This design comes from an exercise in tuning for small area on the open sky130 flow, not from production work.
Function was checked by simulation only, so behaviour that the tests miss may differ from the original.
The clock input has no modelled driver; a real chip could not lean on it and would need a root buffer or a full tree.
Power figures rest on the tool's default switching activity, not on a simulated workload.

--- flow/design.v ---
`timescale 1ns / 1ps
module SDI_Delay_NB6L295(
    input [10:0]        In_1, In_2, In_3, In_4, In_5, In_6, In_7, In_8,
    input               Clk,
    input               Reset,
    output [7:0]        EN,       
    output reg          SDIN,     
    output reg          SLOAD,    
    output              SCLK      
    );
    reg                 start_clk;
    assign SCLK = start_clk;
    reg [10:0]          In_1_reg, In_2_reg, In_3_reg, In_4_reg, In_5_reg, In_6_reg, In_7_reg, In_8_reg;
    reg [7:0]           select;   
    reg [4:0]           cnt;
    wire idle    = (cnt == 5'd3);
    wire take    = (cnt == 5'd1);
    wire last    = (cnt == 5'd4);
    wire act     = (cnt[4:1] != 4'd1);    
    wire [7:0] above;     
    assign above[7] = 1'b0;
    assign above[6] = select[7];
    assign above[5] = |select[7:6];
    assign above[4] = |select[7:5];
    assign above[3] = |select[7:4];
    assign above[2] = |select[7:3];
    assign above[1] = |select[7:2];
    assign above[0] = |select[7:1];
    wire [7:0] cur  = select & ~above;
    assign EN = ~(cur & {8{act}});
    wire [7:0] ld = {8{take & ~Reset}} & cur;
    wire [7:0] hd = ~ld & {8{~Reset}};
    wire [7:0] diff;
    wire [10:0] d1, d2, d3, d4, d5, d6, d7, d8;
    sdi_chan ch1 (.i(In_1), .r(In_1_reg), .ld(ld[7]), .hd(hd[7]), .d(d1), .diff(diff[7]));
    sdi_chan ch2 (.i(In_2), .r(In_2_reg), .ld(ld[6]), .hd(hd[6]), .d(d2), .diff(diff[6]));
    sdi_chan ch3 (.i(In_3), .r(In_3_reg), .ld(ld[5]), .hd(hd[5]), .d(d3), .diff(diff[5]));
    sdi_chan ch4 (.i(In_4), .r(In_4_reg), .ld(ld[4]), .hd(hd[4]), .d(d4), .diff(diff[4]));
    sdi_chan ch5 (.i(In_5), .r(In_5_reg), .ld(ld[3]), .hd(hd[3]), .d(d5), .diff(diff[3]));
    sdi_chan ch6 (.i(In_6), .r(In_6_reg), .ld(ld[2]), .hd(hd[2]), .d(d6), .diff(diff[2]));
    sdi_chan ch7 (.i(In_7), .r(In_7_reg), .ld(ld[1]), .hd(hd[1]), .d(d7), .diff(diff[1]));
    sdi_chan ch8 (.i(In_8), .r(In_8_reg), .ld(ld[0]), .hd(hd[0]), .d(d8), .diff(diff[0]));
    always @(posedge Clk) begin
        In_1_reg <= d1;
        In_2_reg <= d2;
        In_3_reg <= d3;
        In_4_reg <= d4;
        In_5_reg <= d5;
        In_6_reg <= d6;
        In_7_reg <= d7;
        In_8_reg <= d8;
    end
    wire [10:0] word;
    genvar j;
    generate
        for (j = 0; j < 11; j = j + 1) begin : g_word
            sdi_sel8 sel (.s(cur), .v({In_1_reg[j], In_2_reg[j], In_3_reg[j], In_4_reg[j],
                                       In_5_reg[j], In_6_reg[j], In_7_reg[j], In_8_reg[j]}),
                          .y(word[j]));
        end
    endgenerate
    wire sbit;
    sdi_bitmux bmux (.a(cnt[4:1]), .w(word), .y(sbit));
    wire [7:0] keep = ~(({8{last}} & cur) | {8{Reset}});
    wire [7:0] select_d = ({8{idle & ~Reset}} & diff) | (select & keep);
    wire       more = |select_d;     
    always @(posedge Clk)
        select <= select_d;
    wire hold  = idle & ~|diff;
    wire jump  = last & more;
    wire z1    = ~(cnt[1] | cnt[0]);
    wire z2    = z1 & ~cnt[2];
    wire z3    = z2 & ~cnt[3];
    wire [4:0] cnt_d;
    assign cnt_d[0] = Reset | ~cnt[0] | hold;
    assign cnt_d[1] = Reset | (~jump & ~(cnt[1] ^ cnt[0]));
    assign cnt_d[2] = ~Reset & (cnt[2] ^ z1);
    assign cnt_d[3] = ~Reset & (cnt[3] ^ z2);
    assign cnt_d[4] = ~Reset & (cnt[4] ^ z3);
    always @(posedge Clk) begin
        cnt       <= cnt_d;
        SDIN      <= ~Reset & sbit;
        start_clk <= ~Reset & ~cnt[0] & (cnt[4] | cnt[3]);
        SLOAD     <= ~Reset & (cnt == 5'd7);
    end
endmodule
module sdi_chan(
    input  [10:0] i,      
    input  [10:0] r,      
    input         ld,     
    input         hd,     
    output [10:0] d,      
    output        diff    
    );
    wire [10:0] x;
    genvar j;
    generate
        for (j = 0; j < 11; j = j + 1) begin : g_bit
            sdi_bit b (.i(i[j]), .r(r[j]), .ld(ld), .hd(hd), .d(d[j]), .x(x[j]));
        end
    endgenerate
    assign diff = |x;
endmodule
module sdi_bit(input i, input r, input ld, input hd, output d, output x);
    assign d = (ld & i) | (hd & r);
    assign x = i ^ r;
endmodule
module sdi_sel8(input [7:0] s, input [7:0] v, output y);
    wire n0, n1;
    sdi_aoi222 g0 (.a(s[7]), .b(v[7]), .c(s[6]), .d(v[6]), .e(s[5]), .f(v[5]), .y(n0));
    sdi_aoi222 g1 (.a(s[4]), .b(v[4]), .c(s[3]), .d(v[3]), .e(s[2]), .f(v[2]), .y(n1));
    assign y = ~(n0 & n1) | (s[1] & v[1]) | (s[0] & v[0]);
endmodule
module sdi_aoi222(input a, input b, input c, input d, input e, input f, output y);
    assign y = ~((a & b) | (c & d) | (e & f));
endmodule
module sdi_bitmux(input [3:0] a, input [10:0] w, output y);
    wire [15:0] b = {w, 5'd0};
    assign y = b[a];
endmodule
--- flow/flow/run.sh ---
#!/bin/bash
# Layout flow: the standard ORFS flow (standard.sh: unchanged synthesis,
# floorplan, power grid, placement, CTS and routing) with these settings:
#  - the buffers that buffer_ports puts on every input and output port are the
#    smallest buffer cell, sky130_fd_sc_hd__buf_1 (timing repair may resize them);
#  - after CTS, flow/clock_tree.tcl rebuilds the clock tree as four equal
#    sky130_fd_sc_hd__buf_12 buffers fed from the clock port, one per group of
#    nearby flip-flops;
#  - the buffers ABC inserted are removed at floorplan (repair_design adds back
#    what is needed), and non-critical gates are downsized after global routing.
# make's full output goes to flow_make.log in this folder; each ORFS step
# writes its own log under orfs/logs/.
set -euo pipefail
export BUFFER_PORTS_ARGS="-buffer_cell sky130_fd_sc_hd__buf_1"
export CTS_ARGS="-sink_clustering_enable -repair_clock_nets -buf_list sky130_fd_sc_hd__clkbuf_8 -dont_use_dummy_load"
export POST_CTS_TCL="$PWD/flow/clock_tree.tcl"
export CLK_TREE_LEVELS=2
export CLK_TREE_CELL=sky130_fd_sc_hd__buf_12
export REMOVE_ABC_BUFFERS=1
export RECOVER_POWER=100
bash standard.sh finish > flow_make.log 2>&1
--- flow/flow/clock_tree.tcl ---
# POST_CTS_TCL hook (sourced by ORFS's cts.tcl after clock tree synthesis and
# its timing repair). Rebuilds the clock tree as one level of buffers: the
# buffers CTS made are removed, the flip-flops are split into 2^CLK_TREE_LEVELS
# groups of equal size by location (at the median x, then each half at its
# median y), and each group gets one CLK_TREE_CELL buffer, placed at the
# group's centre and driven straight from the clock port. With two levels the
# port drives 4 buffer inputs. All buffers are the same cell, so the clock
# arrives at every flip-flop through one equal buffer stage.
set block [ord::get_db_block]
set db [ord::get_db]
set clk_port_net [$block findNet Clk]
if {$clk_port_net == "NULL"} { error "clock_tree.tcl: no net Clk" }

# 1. find the buffers of the tree CTS made (everything between Clk and the
#    flip-flops) and the flip-flop clock pins
set tree_insts {}
set sinks {}
set todo [list $clk_port_net]
while {[llength $todo] > 0} {
  set net [lindex $todo 0]
  set todo [lrange $todo 1 end]
  foreach it [$net getITerms] {
    if {[$it isOutputSignal]} { continue }
    set inst [$it getInst]
    set m [[$inst getMaster] getName]
    if {[string match "*dfxtp*" $m]} {
      lappend sinks $it
    } elseif {[string match "sky130_fd_sc_hd__clkbuf_*" $m] || [string match "sky130_fd_sc_hd__buf_*" $m]} {
      lappend tree_insts $inst
      foreach o [$inst getITerms] {
        if {[$o isOutputSignal] && [$o getNet] != "NULL"} { lappend todo [$o getNet] }
      }
    } else {
      error "clock_tree.tcl: unexpected cell $m ([$inst getName]) on the clock tree"
    }
  }
}
puts "clock_tree.tcl: CTS tree has [llength $tree_insts] buffers and [llength $sinks] flip-flop clock pins"

# 2. remove the CTS buffers and their nets
set flops {}
foreach it $sinks { lappend flops [$it getInst]; $it disconnect }
foreach inst $tree_insts {
  foreach it [$inst getITerms] {
    set n [$it getNet]
    if {$n == "NULL"} { continue }
    set sig [$it isOutputSignal]
    $it disconnect
    if {$sig && [$n getName] != "Clk" && [llength [$n getITerms]] == 0 && [llength [$n getBTerms]] == 0} {
      odb::dbNet_destroy $n
    }
  }
  odb::dbInst_destroy $inst
}

# 3. group the flip-flops by location
proc split_groups {insts levels axis} {
  if {$levels == 0} { return [list $insts] }
  set keyed {}
  foreach i $insts { lappend keyed [list [lindex [$i getLocation] $axis] $i] }
  set sorted [lsort -integer -index 0 $keyed]
  set half [expr {[llength $sorted] / 2}]
  set a {}; set b {}; set k 0
  foreach e $sorted {
    if {$k < $half} { lappend a [lindex $e 1] } else { lappend b [lindex $e 1] }
    incr k
  }
  set nax [expr {1 - $axis}]
  return [concat [split_groups $a [expr {$levels - 1}] $nax] [split_groups $b [expr {$levels - 1}] $nax]]
}
set groups [split_groups $flops $::env(CLK_TREE_LEVELS) 0]

# 4. one buffer per group
set master [$db findMaster $::env(CLK_TREE_CELL)]
if {$master == "NULL"} { error "clock_tree.tcl: no cell $::env(CLK_TREE_CELL)" }
set g 0
foreach grp $groups {
  set sx 0; set sy 0
  foreach f $grp {
    set loc [$f getLocation]
    set sx [expr {$sx + [lindex $loc 0]}]
    set sy [expr {$sy + [lindex $loc 1]}]
  }
  set cx [expr {$sx / [llength $grp]}]
  set cy [expr {$sy / [llength $grp]}]
  set buf [odb::dbInst_create $block $master "clkbuf_grp_$g"]
  $buf setSourceType TIMING
  $buf setLocation $cx $cy
  $buf setPlacementStatus PLACED
  set net [odb::dbNet_create $block "clknet_grp_$g"]
  $net setSigType CLOCK
  [$buf findITerm A] connect $clk_port_net
  [$buf findITerm X] connect $net
  foreach f $grp { [$f findITerm CLK] connect $net }
  puts "clock_tree.tcl: clkbuf_grp_$g ($::env(CLK_TREE_CELL)) drives [llength $grp] flip-flops"
  incr g
}
global_connect
detailed_placement
check_placement -verbose
set_propagated_clock [all_clocks]
estimate_parasitics -placement
report_clock_skew
--- flow/standard.sh ---
#!/bin/bash
# synth_recipe.tcl (not shown) runs the flow's synth.tcl, then flattens the netlist and writes it again
# the make line also repeats each setting of config.mk as NAME=value (left out here)
make -C /OpenROAD-flow-scripts/flow DESIGN_CONFIG=/design/flow/config.mk WORK_HOME=/design/flow/orfs CLKGATE_MAP_FILE= SYNTH_SCRIPT=/design/flow/synth_recipe.tcl "${@:-finish}"
--- flow/config.mk ---
export PLATFORM = sky130hd
export DESIGN_NAME = SDI_Delay_NB6L295
export DESIGN_NICKNAME = SDI_Delay_NB6L295
export VERILOG_FILES = /design/flow/design.v
export SDC_FILE = /design/flow/constraint.sdc
export NUM_CORES = 4
export LEC_CHECK = 0
export CAP_MARGIN = 20
export CORE_MARGIN = 2
export CORE_UTILIZATION = 40
export PLACE_DENSITY = 0.6
export SLEW_MARGIN = 20
export SYNTH_HIERARCHICAL = 1
--- flow/constraint.sdc ---
create_clock -name core_clock -period 5.0 [get_ports {Clk}]
set_input_delay 1.0000 -clock core_clock [delete_from_list [all_inputs] [get_ports {Clk}]]
set_output_delay 1.0000 -clock core_clock [all_outputs]
set_load 0.01 [all_outputs]
==> notes.md <==
[worst max-delay path: stages]
cell	delay, ps
sky130_fd_sc_hd__buf_1	60
sky130_fd_sc_hd__clkbuf_1	670
sky130_fd_sc_hd__inv_1	390
sky130_fd_sc_hd__and3_1	350
sky130_fd_sc_hd__and2_0	440
sky130_fd_sc_hd__nor2_1	700
sky130_fd_sc_hd__a22o_1	230
[cells in the final DEF, fill, tap and decap left out, drive strengths merged]
cell       n
nor4      17
and4       1
mux2i      4
nand4      1
nand2     17
and2b      1
nor2      17
a2bb2oi    1
or4b       1
buf      104
a222oi    22
dfxtp    104
inv       10
nor2b      1
and3       4
clkbuf     1
or3        1
o41ai      1
nand3     21
a32o       3
a311o      1
xor2      88
xnor2      1
and4b      1
a22oi     11
and4bb     1
and2      11
nor3      13
o21ai      1
a22o      88
a32oi      3
nand2b     1
mux4       2
ha         5
[metal layers]
layer / routed length, µm / GRT usage
met5: 0 / 0
met4: 309 / 0.05772
met3: 874 / 0.03507
met2: 6054 / 0.3266
met1: 6150 / 0.2808
[Yosys stat by module, one instance, submodules excluded]
module             cells  times used
SDI_Delay_NB6L295    198           1
sdi_bitmux             9           1
sdi_chan               4           8
sdi_bit                2          88
sdi_sel8               2          11
sdi_aoi222             1          22
[per-stage QoR]
stage | total power [mW] | instance area (µm²) | setup WS (ps) | cells | hold slack [ps]
after floorplan | 1.031 | 4812 | 2482 | 454 | 452.0
after global placement | 1.122 | 5379 | 1965 | 702 | 484.3
after detailed placement | 1.125 | 5379 | 1915 | 702 | 487.4
after global routing | 1.502 | 5429 | 952.7 | 706 | 539.4
final | 1.443 | 5429 | 1220 | 706 | 495.9
[final timing paths]
check                              endpoint  depth (start not counted)  slack, ps      start
worst max-delay path            In_3_reg[3]                          7       1220      Reset
worst min-delay path              start_clk                          1        500     cnt[0]
worst max register to register  In_5_reg[9]                          5       1560  select[7]
worst min register to register    start_clk                          1        500     cnt[0]
[power groups by stage]
stage | clock network (mW) | registers, mW | logic, mW
after floorplan | 0 | 0.902 | 0.129
after global placement | 0 | 0.911 | 0.210
after detailed placement | 0 | 0.913 | 0.212
after global routing | 0.373 | 0.897 | 0.232
final | 0.341 | 0.891 | 0.210
[final cells by class, clock buffers not listed]
class / instances / area (µm²)
well taps: 147 / 183.9
inverters: 10 / 37.54
multi-input cells: 340 / 2666
repair buffers: 101 / 379.1
fillers: 1203 / 6482
flip-flops and latches: 104 / 2082
[cell families (layout without fill, tap and decap cells)]
logic type | count (synthesis) | after routing | share of synthesized area
compound gates | 131 | 131 | 0.2422
simple gates | 109 | 109 | 0.1221
flops | 104 | 104 | 0.4305
xor+xnor | 89 | 89 | 0.1612
buf+inv | 15 | 115 | 0.01268
mux | 6 | 6 | 0.01837
fa+ha+maj | 5 | 5 | 0.01294
==> notes.md <==
- Ranked by instance count, the synthesized netlist is headed by sky130_fd_sc_hd__dfxtp_1 (104), sky130_fd_sc_hd__a22o_1 (88), sky130_fd_sc_hd__xor2_1 (88).
- Dividing total power by cell area gives a power density of 265.7 mW/mm².
- The biggest area contributor in the post-synthesis netlist is sky130_fd_sc_hd__dfxtp_1.
- In this run the worst path has a maximum fanout of 16.
- The share of total power dissipated in the clock network is 0.236.
- The number of nets at the end of the flow is 657.
- The number of distinct library cells after synthesis is 40.
- The via count of the first global-routing pass came to 3921.
- The total length of routed wires is 13390 µm.
- The internal power of the cells is 1.064 mW.
- The number of vias after detailed routing is 4163.
- For this configuration, the core starts out at a cell density of 0.4060.
- The number of instances in the synthesized netlist is 459.
- The relative max-transition margin is 0.3940.
- The clock period could shrink to 3780 ps.
- The sequential share of the synthesized area is 0.4305.
- The arrival time at the worst endpoint is 3860 ps.
- The number of top-level pins is 101.
- The startpoint type of the worst setup path is a primary input.
- The synthesized flop and latch total is 104.
- The switching part of the total power is 0.2623.
- The worst-case IR drop observed on VDD is 0.1374 mV.
- For the pin with the worst max-slew slack, the measured transition is 900.7 ps.
- The residual DRC count is 0.
- The first-pass GRT wire length is 20440 µm.
- Of the total power, registers draw 0.618.
- Entering global routing, the biggest net connects 27 pins.
- The final count of pins violating max slew is 0.
- The achievable clock frequency is 264.6 MHz.
- The share of cells above drive strength 1 is 0.01431.
- For this run, the total global-route usage over all layers was measured as 0.2029.
- Of the post-synthesis cell area, the dominant cell type holds 0.4305.
- For this design, the sink count on the clock tree is 104.
- In this run the horizontal extent of the chip is 114.0 µm.
- The ratio of final minimum period to clock period is 0.7559.
- The die covers 0.01299 mm².
- The relative area change from synthesis to final layout is 12.26%.
- The number of maximum-capacitance constraint violations is 0.
- The leading register cell type out of synthesis is sky130_fd_sc_hd__dfxtp_1.
- The setup path with the least slack is of type primary input to flop.
- The initial antenna violation count was 0.
- The region available for standard cell placement spans 0.01191 mm².
- The category of the worst setup path capture point is a flop.
- In this run the power spent charging and discharging nets is 0.3784 mW.
- The synthesized design contains 0 enable-type register cells.
- The total grt overflow is 0.
- The worst endpoint required time is 5080 ps.
- The min-delay analysis places its worst path in the category flop to flop.
- The last weighted congestion value of the routability-driven placer is 0.8440.
- The detail route stage leaves a number of antenna-violating nets equal to 0.
- The clock latency on the worst-skew pair is 140 ps.
- The total inserted antenna cells is 0.
- Summing every instance area after synthesis gives 0.004836 mm².
- The first-pass iteration count of the detailed router is 7.
- Dividing the detail-routed via count by the number of cells gives 5.897.
- The post-detailed-placement half-perimeter wirelength is 10140 µm.
- Setup repair after global routing left no endpoint under its margin.
- The dominant cell by count in the synthesized netlist is sky130_fd_sc_hd__dfxtp_1.
- The share of total power dissipated in combinational logic is 0.146.
- During synthesis, Yosys emitted a total of 7 warnings.
- Adding up every negative setup slack in the final design gives 0 ps.
- The height of the chip is 114.0 µm.
- The total of endpoints with negative setup slack in the final report is 0.
- Sorting the synthesized cells by area gives the leading types as sky130_fd_sc_hd__dfxtp_1 (43%), sky130_fd_sc_hd__a22o_1 (16%), sky130_fd_sc_hd__xor2_1 (16%), sky130_fd_sc_hd__a222oi_1 (4.6%), sky130_fd_sc_hd__nand3_1 (2.2%).
- The leakage power is 2.135 nW.
- The per-cell routed wire length is 18.96 µm.
- The clock input transition at the sequential cells of the worst setup and hold paths is 100 ps.
- The first-iteration detailed-routing DRC count is 358.
- The final core utilization is 0.4558.
- The fraction of synthesis flops using an asynchronous set or reset pin is 0.
- The floorplan has 40 rows.
- The count of input and output buffers is 100.
- The worst clock skew is 9.089 ps.
- The flow ran to the end and the layout has no timing, DRC or antenna violations.
- The synthesized area divided by synthesized cell count is 10.54 µm².
- The number of endpoints with negative hold slack in the final report was 0.

-- port drivers added, routing unchanged --
How much do the figures lean on ideal ports? The routed layout below was timed once more, with nothing changed but the port constraints. Step 1: set_driving_cell puts a clkbuf_16 on Clk and a buf_2 on each other input, an assumption about the parent block. Step 2 times the ports against the registers' clock, not the clock port: input delays grow and output delays shrink by t, the midpoint of the rising clock arrivals with the driver on. a / b / c = no drivers / after step 1 / after step 2; a / b = the first two.
t (ns): 0.228
setup slack, ns: 1.220 / 1.288 / 1.061
latest minus earliest clock arrival (ns): 0.009 / 0.009
worst register clock-pin slew, ns: 0.10 / 0.10
After both steps setup and hold are still met in this run. For this run, drivers alone change the setup slack by +0.068 ns; drivers and shift together by -0.159 ns.
